Source: an optimization exercise on an open RTL-to-GDS flow (aim: small area and a short achievable clock period). Production flows keep margins and buffers that such runs may drop. Only simulation tests tie the RTL to the original design; equivalence was not proved.

## delta
## top
module top #(parameter m = 7) (
    input clk,
    input signed [m-1:0] noise_in,
    output reg signed [2*m-1:0] filter_out
);
Size: roughly 120 flip-flops, about 6200 um^2 of cells after synthesis.
export LEC_CHECK = 0
export CAP_MARGIN = 20
export CORE_MARGIN = 2
export CORE_UTILIZATION = 60
export CTS_BUF_LIST = sky130_fd_sc_hd__clkbuf_4
export CTS_CLUSTER_DIAMETER = 20
export SLEW_MARGIN = 20
export SYNTH_HIERARCHICAL = 1
create_clock -name core_clock -period 10.0 [get_ports {clk}]
standard.sh (not shown) runs the stock make flow with config.mk's settings and CLKGATE_MAP_FILE= SYNTH_SCRIPT=/design/flow/synth_recipe.tcl, a recipe that flattens the netlist after the stock synthesis.
==> flow/flow/run.sh <==
#!/bin/bash
# The standard ORFS layout, with one change: the port buffers are buf_4
# cells instead of the delay buffer that buffer_ports picks by default, which
# puts about half a nanosecond on every path from an input.
set -euo pipefail
export BUFFER_PORTS_ARGS="-buffer_cell sky130_fd_sc_hd__buf_4"
bash standard.sh finish > standard.log 2>&1
delta: PASS, flow complete, no timing, DRC or antenna violations
Changes in nickel relative to delta:
Settings: removing CTS_CLUSTER_DIAMETER (formerly 20).
==> results.txt <==
In summary, delta completed successfully, with a layout that passed the timing, DRC and antenna checks. nickel closes out successfully: all stages finished, all timing, DRC and antenna checks passed. nickel vs. delta: die area saw little to no change; worst path required time saw little to no change; detailed-route wire length saw little to no change.

========
Another version of the RTL of top (not shown whole).
Size: ~430 cells after synthesis, roughly 120 flip-flops, ~22 I/O pins, roughly 6100 um2 of cells after synthesis.
Design top, start of the top module:
module top #(parameter m = 7) (
    input clk,
    input signed [m-1:0] noise_in,
    output reg signed [2*m-1:0] filter_out
);
Settings: LEC_CHECK=0, CAP_MARGIN=20, CORE_MARGIN=2, CORE_UTILIZATION=60, CTS_BUF_LIST=sky130_fd_sc_hd__clkbuf_4, SLEW_MARGIN=20, SYNTH_HIERARCHICAL=1; clock period 10.0 ns.
==> flow/flow/run.sh <==
#!/bin/bash
# The standard ORFS layout with these changes:
# * the port buffers are buf_4 cells instead of the delay buffer that
#   buffer_ports picks by default (about half a nanosecond on every input);
# * from clock-tree synthesis on, the standard repair_timing steps aim for
#   6.95 ns of setup slack, resizing and swapping pins only, so that the few
#   paths from the input port get larger gates; the constraints (10 ns clock,
#   2 ns input and output delays) are unchanged;
# * clock-tree synthesis inserts no dummy loads (cells that only add load to
#   balance the tree: about 200 um2 of this small design's area);
# * after floorplanning, logic cells that synthesis gave a drive strength
#   above 1 are set back to drive 1 (flow/downsize.tcl); repair upsizes them
#   again where needed.
set -euo pipefail
export BUFFER_PORTS_ARGS="-buffer_cell sky130_fd_sc_hd__buf_4"
export CTS_ARGS="-sink_clustering_enable -sink_clustering_size 10 -sink_clustering_max_diameter 30 -repair_clock_nets -buf_list sky130_fd_sc_hd__clkbuf_4 -dont_use_dummy_load"
bash standard.sh floorplan > standard_floorplan.log 2>&1
ODB=orfs/results/sky130hd/top/base/2_floorplan.odb openroad -no_init -exit flow/downsize.tcl > downsize.log 2>&1
bash standard.sh place > standard_place.log 2>&1
export SETUP_SLACK_MARGIN=6.95
export SETUP_MOVE_SEQUENCE=sizeup,swap
bash standard.sh finish > standard_finish.log 2>&1
==> flow/flow/downsize.tcl <==
# After floorplanning: every logic cell that synthesis mapped to a drive
# strength above 1 becomes the drive-1 cell of the same function; the later
# repair steps upsize again wherever slew, load or timing call for it.
set odb $::env(ODB)
read_db $odb
set db [ord::get_db]
set n 0
foreach inst [[ord::get_db_block] getInsts] {
  set m [[$inst getMaster] getName]
  if {[regexp {^(sky130_fd_sc_hd__(a21oi|o21ai|nor2b|nand2b|nor2|nand2|xor2|xnor2|inv|a21o|o21a|and2|or2|and2b))_([2-9]|1[0-9])$} $m -> base]} {
    set small [$db findMaster ${base}_1]
    if {$small ne "NULL" && $small ne ""} {
      if {[$inst swapMaster $small]} { incr n }
    }
  }
}
puts "downsized $n cells"
write_db $odb
The starting point passed the timing, DRC and antenna checks.
Then changed:
--- a/flow/flow/run.sh
+++ b/flow/flow/run.sh
@@ -15,3 +15,3 @@
 export BUFFER_PORTS_ARGS="-buffer_cell sky130_fd_sc_hd__buf_4"
-export CTS_ARGS="-sink_clustering_enable -sink_clustering_size 10 -sink_clustering_max_diameter 30 -repair_clock_nets -buf_list sky130_fd_sc_hd__clkbuf_4 -dont_use_dummy_load"
+export CTS_ARGS="-sink_clustering_enable -repair_clock_nets -buf_list sky130_fd_sc_hd__clkbuf_4 -dont_use_dummy_load"
 bash standard.sh floorplan > standard_floorplan.log 2>&1
=>
- maximum frequency stays the same
- utilization is unchanged
- clock skew does not change
- setup slack does not change
- final area stays the same
- die area stays the same
- cell count does not change
Then changed:
--- a/flow/flow/run.sh
+++ b/flow/flow/run.sh
@@ -15,3 +15,3 @@
 export BUFFER_PORTS_ARGS="-buffer_cell sky130_fd_sc_hd__buf_4"
-export CTS_ARGS="-sink_clustering_enable -repair_clock_nets -buf_list sky130_fd_sc_hd__clkbuf_4 -dont_use_dummy_load"
+export CTS_ARGS="-sink_clustering_enable -repair_clock_nets -buf_list sky130_fd_sc_hd__clkbuf_4 -dont_use_dummy_load -sink_buffer_max_cap_derate 0.5"
 bash standard.sh floorplan > standard_floorplan.log 2>&1
Worst setup slack does not change.
Via count is unchanged.
Die area does not change.
Sequential share of layout area does not change.

[port drivers added, routing unchanged]
How much do the figures lean on ideal ports? The routed layouts below were timed once more, with nothing changed but the port constraints.
Step 1 assumes that a clkbuf_16 drives the clock port and a buf_2 every other input.
Step 2 adds t to the input delays and takes it off the output delays; t is the mean of the earliest and latest rising clock arrival at the registers after step 1. Input paths then give back, and output paths get back, about the clock's delay inside the block.
a / b / c = ideal ports / drivers / drivers and shift; a / b = the first two.
run	t (ns)	slack for setup (ns)	worst setup path after step 2	latest minus earliest clock arrival (ns)	slew at the worst register clock pin (ns)
delta	0.546	6.796 / 6.802 / 6.257	input to register	0.017 / 0.017	0.12 / 0.12
nickel	0.546	6.796 / 6.802 / 6.257	input to register	0.017 / 0.017	0.12 / 0.12
the first run of note 2	0.536	7.004 / 6.996 / 6.476	input to register	0.045 / 0.045	0.12 / 0.12
the second run of note 2	0.536	7.004 / 6.996 / 6.476	input to register	0.045 / 0.045	0.12 / 0.12
the third run of note 2	0.536	7.004 / 6.996 / 6.476	input to register	0.045 / 0.045	0.12 / 0.12
After both steps setup and hold are still met in every run listed.
